This design comes from an exercise in tuning for small area on the open sky130 flow, not from production work. At most, simulation tests tie the RTL to the original design; equivalence was not proved.

==> trial 70 <==
// snake_top
module snake_top
(
	input clk,
	input rst_n,
	input key0,
	input ps2_clk,
	input ps2_dat,
	output vga_hsync,
	output vga_vsync,
	output vga_blank_n,
	output vga_sync_n,
	output [23:0] vga_rgb,
	output [3:0] ledg,
	output [3:0] ledr,
	output [11:0] score1,
	output [11:0] score2,
	output [1:0] game_status,
	output green_win,
	output red_win,
	output [5:0] head1_x,
	output [5:0] head1_y,
	output [5:0] head2_x,
	output [5:0] head2_y,
	output [17:0] apples_x,
	output [14:0] apples_y,
	output [2:0] apples_on
);
Settings: LEC_CHECK=0, CAP_MARGIN=20, CORE_MARGIN=2, CORE_UTILIZATION=25, CTS_BUF_LIST=sky130_fd_sc_hd__clkbuf_4, SLEW_MARGIN=20, SYNTH_MEMORY_MAX_BITS=65536; clock period 40.0 ns.
standard.sh (not shown) runs the stock make flow with config.mk's settings and CLKGATE_MAP_FILE= SYNTH_SCRIPT=/design/flow/synth_recipe.tcl, a recipe that flattens the netlist after the stock synthesis.
==> flow/flow/run.sh <==
#!/bin/bash
# Layout flow: the standard flow (standard.sh) with these changes, none
# of which touches the registers, the constraints or the power grid:
#  - synthesis: ABC maps the logic with an area-oriented script (deep AIG optimisation, then &nf)
#    (flow/abc_map.script) instead of ORFS's default one, and no full/half
#    adder cells are extracted (ADDER_MAP_FILE empty);
#  - port buffers are the smallest buffer (buf_1) instead of a delay buffer;
#  - after global routing, gates on paths with slack are downsized
#    (RECOVER_POWER), which returns area.
# Each tool's output goes to flow.log and to ORFS's own logs under orfs/.
set -euo pipefail
HERE=$(pwd)
{
  echo 'proc abc {args} {'
  echo '  set i [lsearch -exact $args -script]'
  echo "  if {\$i >= 0} { set args [lreplace \$args [expr {\$i + 1}] [expr {\$i + 1}] $HERE/flow/abc_map.script] }"
  echo '  yosys abc {*}$args'
  echo '}'
  cat synth_recipe.tcl
} > my_synth.tcl
sed -e "s#SYNTH_SCRIPT=[^ ]*#SYNTH_SCRIPT=$HERE/my_synth.tcl ADDER_MAP_FILE= RECOVER_POWER=100 'BUFFER_PORTS_ARGS=-buffer_cell sky130_fd_sc_hd__buf_1'#" standard.sh > my_standard.sh
bash my_standard.sh > flow.log 2>&1
==> flow/flow/abc_map.script <==
strash
&get -n
&deepsyn -T 120
&dch -f
&nf -R 1000 -F 8 -C 32
&put
==> trial 12: changes against trial 70 <==
--- a/flow/design.v
+++ b/flow/design.v
@@ -22,20 +22,20 @@
 	end
 	wire kneg = kc1 & ~kc0;
 	logic [3:0] cnt;
 	logic [7:0] data;
 	logic brk;
-	always_ff @(posedge i_clk)
-		if (kneg && cnt != 4'd0 && cnt <= 4'd8) data <= {kd1, data[7:1]};
 	always_ff @(posedge i_clk or negedge i_rst_n) begin
 		if (!i_rst_n) begin
 			cnt <= 4'd0;
+			data <= 8'd0;
 			brk <= 1'b0;
 			o_dir1 <= 4'd0;
 			o_dir2 <= 4'd0;
 		end else if (kneg) begin
 			cnt <= (cnt == 4'd10) ? 4'd0 : cnt + 4'd1;
+			if (cnt != 4'd0 && cnt <= 4'd8) data <= {kd1, data[7:1]};
 			if (cnt == 4'd10) begin
 				if (data == 8'hf0) brk <= 1'b1;
 				else if (!brk) begin
 					case (data)
 						8'h1D: o_dir1 <= 4'b1000;
@@ -147,16 +147,16 @@
 	wire [7:0] tcol = 8'(ha - 10'd240);
 	logic tr, tg;
 	txt_rom u_txt (.row(vb[4:0]), .col(tcol), .r(tr), .g(tg));
 	logic [2:0] src;
 	logic [3:0] img;
-	always_ff @(posedge clk)
-		img <= pm1 ? pimg1 : pimg2;      
 	always_ff @(posedge clk or negedge rst_n) begin
 		if (!rst_n) begin
 			src <= C_BLACK;
+			img <= 4'd0;
 		end else begin
+			img <= pm1 ? pimg1 : pimg2;
 			if (st == 2'd0)
 				src <= C_BLACK;
 			else if (st != 2'd3 || !flash_done) begin
 				if (apple_on) src <= C_APPLE;
 				else if (bomb1_on || bomb2_on) src <= C_BOOM;
@@ -173,17 +173,10 @@
 	wire en3 = (ha >= 10'd4) && (ha <= 10'd643) && (vb != 10'd0) && (vb <= 10'd480);
 	wire [3:0] x1 = ha[3:0] - 4'd1;
 	wire [3:0] y0 = vb[3:0];
 	logic [3:0] sid;
 	logic [7:0] addr;
-	wire tf_yx = (img == 4'd0) | (img == 4'd4) | (img == 4'd6) | (img == 4'd8) | (img == 4'd10);
-	wire tf_fy = (img == 4'd1) | (img == 4'd7) | (img == 4'd11);
-	wire tf_fx = (img == 4'd3) | (img == 4'd13);
-	wire [2:0] sh = (img[3:2] == 2'b00) ? 3'd0 :
-	                (img == 4'd4 || img == 4'd5) ? 3'd1 :
-	                (img == 4'd8) ? 3'd3 :
-	                (img == 4'd6 || img == 4'd7 || img == 4'd9) ? 3'd2 : 3'd4;
 	always_comb begin
 		sid = 4'd0;
 		addr = 8'd0;
 		case (src)
 			C_APPLE: begin
@@ -193,15 +186,23 @@
 			C_BOOM: begin
 				sid = 4'd11;
 				addr = en3 ? {vb[3:0] - 4'd1, ha[3:0] - 4'd4} : 8'hFF;
 			end
 			default: begin
-				if (tf_yx)      addr = {y0, x1};
-				else if (tf_fy) addr = {4'd15 - y0, x1};
-				else if (tf_fx) addr = {4'd15 - x1, y0};
-				else            addr = {x1, y0};
-				sid = {1'b0, sh};
+				case (img)
+					4'd0, 4'd4, 4'd6, 4'd8, 4'd10: addr = {y0, x1};
+					4'd1, 4'd7, 4'd11:             addr = {4'd15 - y0, x1};
+					4'd3, 4'd13:                   addr = {4'd15 - x1, y0};
+					default:                       addr = {x1, y0};
+				endcase
+				case (img)
+					4'd0, 4'd1, 4'd2, 4'd3: sid = 4'd0;
+					4'd4, 4'd5:             sid = 4'd1;
+					4'd6, 4'd7, 4'd9:       sid = 4'd2;
+					4'd8:                   sid = 4'd3;
+					default:                sid = 4'd4;
+				endcase
 				if (src == C_SNK2) sid = sid + 4'd5;
 			end
 		endcase
 	end
 	logic [23:0] srgb;
@@ -214,13 +215,12 @@
 			default: rgb = srgb;
 		endcase
 	end
 endmodule
 module apple_generate #(
-	parameter integer W = 9,
-	parameter [W-1:0] MASK = 9'h108,    
-	parameter [W-1:0] TERM = 9'h87      
+	parameter integer TH = 500,
+	parameter integer W = 9
 ) (
 	input i_clk,
 	input i_rst_n,
 	input [10:0] rnd,         
 	input [5:0] hx1,
@@ -248,17 +248,17 @@
 			eat2 <= 1'b0;
 		end else begin
 			eat1 <= 1'b0;
 			eat2 <= 1'b0;
 			if (!on) begin
-				if (tm == TERM) begin
+				if (tm == TH[W-1:0]) begin
 					on <= 1'b1;
 					tm <= '0;
 					ax <= (rx > 6'd38) ? rx - 6'd25 : (rx == 6'd0) ? 6'd1 : rx;
 					ay <= (ry > 5'd28) ? ry - 5'd3 : (ry == 5'd0) ? 5'd1 : ry;
 				end else
-					tm <= {tm[W-2:0], ~^(tm & MASK)};
+					tm <= tm + 1'b1;
 			end else if (hit1) begin
 				on <= 1'b0;
 				eat1 <= 1'b1;
 			end else if (hit2) begin
 				on <= 1'b0;
@@ -345,20 +345,22 @@
 			allout <= 1'b0;
 			cx <= 6'd0;
 			cy <= 6'd0;
 			d <= 6'd0;
 			dir <= 2'd0;
+			cnt <= 32'd0;
 			outside <= 3'd0;
 		end else begin
 			ready <= allout & ~ready;
 			allout <= &outside;
 			for (int i = 0; i < 3; i++) begin
 				if (!act) outside[i] <= 1'b0;
 				else if (pout[i] && !disp) outside[i] <= 1'b1;
 				else if (allout) outside[i] <= 1'b0;
 			end
 			if (!act) begin
+				cnt <= 32'd0;
 				if (act1) begin
 					cx <= hx1;
 					cy <= {1'b0, hy1};
 					d <= 6'd2;
 					dir <= pdir1;
@@ -373,23 +375,20 @@
 					cx <= 6'd0;
 					cy <= 6'd0;
 					d <= 6'd0;
 				end
 			end else begin
+				cnt <= cnt + 32'd1;
 				if (allout)
 					act <= 1'b0;
-				else if (cnt == {23'd0, spd4})
+				else if (cnt == {23'd0, spd4}) begin
+					cnt <= 32'd0;
 					d <= d + 6'd1;
+				end
 			end
 		end
 	end
-	always_ff @(posedge clk) begin
-		if (!act || (!allout && cnt == {23'd0, spd4}))
-			cnt <= 32'd0;
-		else
-			cnt <= cnt + 32'd1;
-	end
 endmodule
 module score_ctrl
 (
 	input clk,
 	input rst_n,
@@ -552,80 +551,79 @@
 	end
 	wire wallc = (drr == UP && hyr == 5'd1) || (drr == DOWN && hyr == 5'd28) ||
 	             (drr == LEFT && hxr == 6'd1) || (drr == RIGHT && hxr == 6'd38);
 	logic bodyc;
 	always_comb begin
-		bodyc = (l0[1] == l1[1]) && (l0[0] != l1[0]);
-		for (int k = 4; k < 16; k = k + 2)
+		bodyc = 1'b0;
+		for (int k = 2; k < 16; k = k + 2)
 			bodyc = bodyc | (live[k] & (cx[k] == hxr) & (cy[k] == hyr));
 	end
 	logic [1:0] dnext;
 	always_comb begin
 		if (drr[1] == 1'b0)
 			dnext = kleft ? LEFT : kright ? RIGHT : drr;
 		else
 			dnext = kup ? UP : kdown ? DOWN : drr;
 	end
-	wire move = step && !(wallc || bodyc);
 	always_ff @(posedge clk or negedge rst_n) begin
 		if (!rst_n) begin
 			hxr <= 6'd10;
 			hyr <= Y0;
+			drr <= RIGHT;
 			l0 <= RIGHT;
 			l1 <= RIGHT;
+			nst <= 4'd0;
 			cn <= 4'd3;
+			full <= 1'b0;
+			acs <= 1'b0;
+			hitr <= 1'b0;
 		end else if (restart) begin
 			hxr <= 6'd10;
 			hyr <= Y0;
+			drr <= RIGHT;
 			l0 <= RIGHT;
 			l1 <= RIGHT;
-			cn <= 4'd3;
-		end else begin
-			if (move) begin
-				case (drr)
-					UP: hyr <= hyr - 5'd1;
-					DOWN: hyr <= hyr + 5'd1;
-					LEFT: hxr <= hxr - 6'd1;
-					default: hxr <= hxr + 6'd1;
-				endcase
-				l0 <= drr;
-				l1 <= l0;
-			end
-			if (!acs && add)
-				cn <= cn + 4'd1;
-			if (!dead_now && cut)
-				cn <= cutk;
-		end
-	end
-	always_ff @(posedge clk) begin
-		if (restart) begin
-			drr <= RIGHT;
 			nst <= 4'd0;
+			cn <= 4'd3;
 			full <= 1'b0;
 			acs <= 1'b0;
 			hitr <= 1'b0;
 		end else begin
 			drr <= dnext;
-			if (step && (wallc || bodyc))
-				hitr <= 1'b1;
-			if (move && nst != 4'd13)
-				nst <= nst + 4'd1;
+			if (step) begin
+				if (wallc || bodyc)
+					hitr <= 1'b1;
+				else begin
+					case (drr)
+						UP: hyr <= hyr - 5'd1;
+						DOWN: hyr <= hyr + 5'd1;
+						LEFT: hxr <= hxr - 6'd1;
+						default: hxr <= hxr + 6'd1;
+					endcase
+					l0 <= drr;
+					l1 <= l0;
+					if (nst != 4'd13) nst <= nst + 4'd1;
+				end
+			end
 			if (!acs) begin
 				if (add) begin
+					cn <= cn + 4'd1;
 					full <= full | (cn == 4'd15);
 					acs <= 1'b1;
 				end
 			end else if (!add)
 				acs <= 1'b0;
 			if (dead_now)
 				hitr <= 1'b1;
-			else if (cut)
+			else if (cut) begin
+				cn <= cutk;
 				full <= 1'b0;
+			end
 		end
 	end
 	always_ff @(posedge clk) begin
-		if (!restart && move)
+		if (!restart && step && !(wallc || bodyc))
 			for (int j = 2; j < 15; j++) lh[j] <= lk[j-1];
 	end
 	logic [15:0] m, s;
 	always_comb begin
 		for (int k = 0; k < 16; k++)
@@ -3563,12 +3561,11 @@
 		.o_dir1(dir1), .o_dir2(dir2)
 	);
 	assign ledr = dir2;
 	wire anykey = (|dir1) | (|dir2);
 	logic [1:0] st;
-	logic [12:0] flash;      
-	localparam [12:0] FL_MASK = 13'h1013, FL_5000 = 13'h1773, FL_5001 = 13'h0ee7;
+	logic [12:0] flash;
 	logic gwin, rwin;
 	logic hit1, hit2, cross1, cross2;
 	always_ff @(posedge clk or negedge rst_n) begin
 		if (!rst_n) begin
 			st <= S_RESTART;
@@ -3595,11 +3592,11 @@
 					end else begin
 						gwin <= 1'b0; rwin <= 1'b0;
 					end
 				end
 				default: begin
-					if (flash != FL_5001) flash <= {flash[11:0], ~^(flash & FL_MASK)};
+					if (flash <= 13'd5000) flash <= flash + 13'd1;
 					else if (anykey) begin
 						flash <= 13'd0;
 						st <= S_RESTART;
 					end
 				end
@@ -3652,12 +3649,15 @@
 			4'd12: speed = 11'd156;
 			default: speed = 11'd1250;
 		endcase
 	end
 	wire scnt_hit = (scnt == {21'd0, speed});
-	always_ff @(posedge clk) begin
-		if (restart) begin
+	always_ff @(posedge clk or negedge rst_n) begin
+		if (!rst_n) begin
+			spd <= 4'd0;
+			scnt <= 32'd0;
+		end else if (restart) begin
 			spd <= 4'd0;
 			scnt <= 32'd0;
 		end else begin
 			spd <= spd_nxt;
 			scnt <= scnt_hit ? 32'd0 : scnt + 32'd1;
@@ -3694,13 +3694,13 @@
 		end
 	end
 	wire [10:0] ra1 = (11'd0 - rb2) ^ {rb2[0], 10'd0};
 	wire [10:0] ra2 = ra1 - {rb2[9:0], 1'b0};
 	wire [10:0] ra3 = ra1 - {rb2[8:0], 2'b0};
-	apple_generate #(.W(9),  .MASK(9'h108),   .TERM(9'h087))   u_ap1 (.i_clk(clk), .i_rst_n(rst_n), .rnd(ra1), .hx1(hx1), .hy1(hy1), .hx2(hx2), .hy2(hy2), .ax(ax1), .ay(ay1), .on(aon[0]), .eat1(e1[0]), .eat2(e2[0]));
-	apple_generate #(.W(13), .MASK(13'h1013), .TERM(13'h1539)) u_ap2 (.i_clk(clk), .i_rst_n(rst_n), .rnd(ra2), .hx1(hx1), .hy1(hy1), .hx2(hx2), .hy2(hy2), .ax(ax2), .ay(ay2), .on(aon[1]), .eat1(e1[1]), .eat2(e2[1]));
-	apple_generate #(.W(14), .MASK(14'h2803), .TERM(14'h3ac2)) u_ap3 (.i_clk(clk), .i_rst_n(rst_n), .rnd(ra3), .hx1(hx1), .hy1(hy1), .hx2(hx2), .hy2(hy2), .ax(ax3), .ay(ay3), .on(aon[2]), .eat1(e1[2]), .eat2(e2[2]));
+	apple_generate #(.TH(500),   .W(9))  u_ap1 (.i_clk(clk), .i_rst_n(rst_n), .rnd(ra1), .hx1(hx1), .hy1(hy1), .hx2(hx2), .hy2(hy2), .ax(ax1), .ay(ay1), .on(aon[0]), .eat1(e1[0]), .eat2(e2[0]));
+	apple_generate #(.TH(5500),  .W(13)) u_ap2 (.i_clk(clk), .i_rst_n(rst_n), .rnd(ra2), .hx1(hx1), .hy1(hy1), .hx2(hx2), .hy2(hy2), .ax(ax2), .ay(ay2), .on(aon[1]), .eat1(e1[1]), .eat2(e2[1]));
+	apple_generate #(.TH(10500), .W(14)) u_ap3 (.i_clk(clk), .i_rst_n(rst_n), .rnd(ra3), .hx1(hx1), .hy1(hy1), .hx2(hx2), .hy2(hy2), .ax(ax3), .ay(ay3), .on(aon[2]), .eat1(e1[2]), .eat2(e2[2]));
 	assign add1 = |e1;
 	assign add2 = |e2;
 	assign apples_x = {ax3, ax2, ax1};
 	assign apples_y = {ay3, ay2, ay1};
 	assign apples_on = aon;
@@ -3757,11 +3757,11 @@
 			cross1 = cross1 | (live2[k] & (s2x[k] == hx1) & (s2y[k] == hy1));
 			cross2 = cross2 | (live1[k] & (s1x[k] == hx2) & (s1y[k] == hy2));
 		end
 	end
 	VGA_pixel u_pix (
-		.clk(clk), .rst_n(rst_n), .st(st), .flash_done(flash == FL_5000 || flash == FL_5001), .rwin(rwin),
+		.clk(clk), .rst_n(rst_n), .st(st), .flash_done(flash >= 13'd5000), .rwin(rwin),
 		.en(en), .ha(ha), .vb(vb), .px(px), .py(py),
 		.ax1(ax1), .ay1(ay1), .ax2(ax2), .ay2(ay2), .ax3(ax3), .ay3(ay3), .aon(aon),
 		.bx1(bx1), .by1(by1), .bdisp1(bdisp1),
 		.c1x(c1x), .c1y(c1y), .c1a(c1a), .c1b(c1b), .c1c(c1c), .c1d(c1d), .c1dir(c1dir), .out1(out1),
 		.bx2(bx2), .by2(by2), .bdisp2(bdisp2),
==> flow/flow/run.sh (replaced) <==
#!/bin/bash
# Layout flow: the standard flow, except that ABC maps the logic with an
# area-oriented script (flow/abc_map.script) instead of ORFS's default one.
# The synthesis is otherwise the standard flow's own (synth_recipe.tcl), so the registers
# are the same as the standard synthesis's.
set -euo pipefail
HERE=$(pwd)
{
  echo 'proc abc {args} {'
  echo '  set i [lsearch -exact $args -script]'
  echo "  if {\$i >= 0} { set args [lreplace \$args [expr {\$i + 1}] [expr {\$i + 1}] $HERE/flow/abc_map.script] }"
  echo '  yosys abc {*}$args'
  echo '}'
  cat synth_recipe.tcl
} > my_synth.tcl
sed "s#SYNTH_SCRIPT=[^ ]*#SYNTH_SCRIPT=$HERE/my_synth.tcl#" standard.sh > my_standard.sh
bash my_standard.sh > flow.log 2>&1
==> flow/flow/abc_map.script (replaced) <==
strash
&get -n
&st
&syn2
&dch -f
&nf -R 1000 -F 8 -C 32
&put
CORE_UTILIZATION = 28   (was 25)
CTS_BUF_LIST = not set   (was sky130_fd_sc_hd__clkbuf_4)
==> comparison table <==
Status: trial 12 no timing/DRC/antenna violations; trial 70 failed layout checks
Layout check failures: trial 12 -; trial 70 max-capacitance violations, max-slew violations
Routed metal-1 wirelength: trial 12 142000 um; trial 70 124000 um
# Taps: trial 12 3384; trial 70 3185
Area occupied by multi-input gates: trial 12 59500 um^2; trial 70 48200 um^2
Clk root buf: trial 12 sky130_fd_sc_hd__clkbuf_16; trial 70 sky130_fd_sc_hd__clkbuf_4
Number of synthesized flops with an enable pin: trial 12 52; trial 70 60
Die span in x: trial 12 511 um; trial 70 495 um
Maximum cell stage delay along the critical path: trial 12 0.87 ns; trial 70 0.81 ns
Count of TritonRoute iterations in the first routing pass: trial 12 10; trial 70 9
Final antenna diode count: trial 12 5; trial 70 17
Clock network contribution to total cell area: trial 12 0.0244; trial 70 0.0279
Summed instance area of the synthesized netlist: trial 12 72000 um^2; trial 70 60400 um^2
Number of ordinary inverters in the final layout: trial 12 236; trial 70 208
Worst Setup SP: trial 12 u_vga_t.vb[1]$_DFFE_PN1N_; trial 70 u_vga_t.ha[3]$_DFF_PN0_
Detail Route met3 WL: trial 12 50900 um; trial 70 46600 um
Total GRT Usage: trial 12 0.270; trial 70 0.245
Routability Congestion: trial 12 1.04; trial 70 1.06
Share of synthesized cell area in and, or, nand and nor gates: trial 12 0.221; trial 70 0.223
Mean instance size in the synthesized netlist: trial 12 7.43 um^2; trial 70 7.43 um^2
Number of rows created at floorplan: trial 12 186; trial 70 180
Clock latency of the later-clocked register in the worst-skew pair: trial 12 0.73 ns; trial 70 1.19 ns
Seq area share: trial 12 0.148; trial 70 0.169
Crit-path max FO: trial 12 33; trial 70 19
For trial 12, only the layout was checked, not whether the RTL still works.

## separate check: timing with driven ports
Ports are ideal in the flow. The routed layouts listed here were re-timed in OpenROAD. Step 1 sets driving cells, clkbuf_16 on the clock port and buf_2 on the other inputs (assumed; they add their load-dependent delay and slew). Step 2 times the ports against the registers' clock, not the clock port: input delays grow and output delays shrink by t, the midpoint of the rising clock arrivals with the driver on. Three values: ideal ports, drivers, drivers and shift; two values: the first two.
| run | t, ns | setup slack, ns | worst setup path at the end | clock arrival spread, ns | pins driven straight from the clock port |
|---|---|---|---|---|---|
| trial 70 | 1.185 | 20.846 / 20.765 / 21.347 | input, reset recovery | 0.167 / 0.167 | 1 |
| trial 12 | 0.781 | 21.082 / 21.000 / 21.781 | register to output | 0.064 / 0.065 | 1 |
Setup slack includes reset recovery checks.
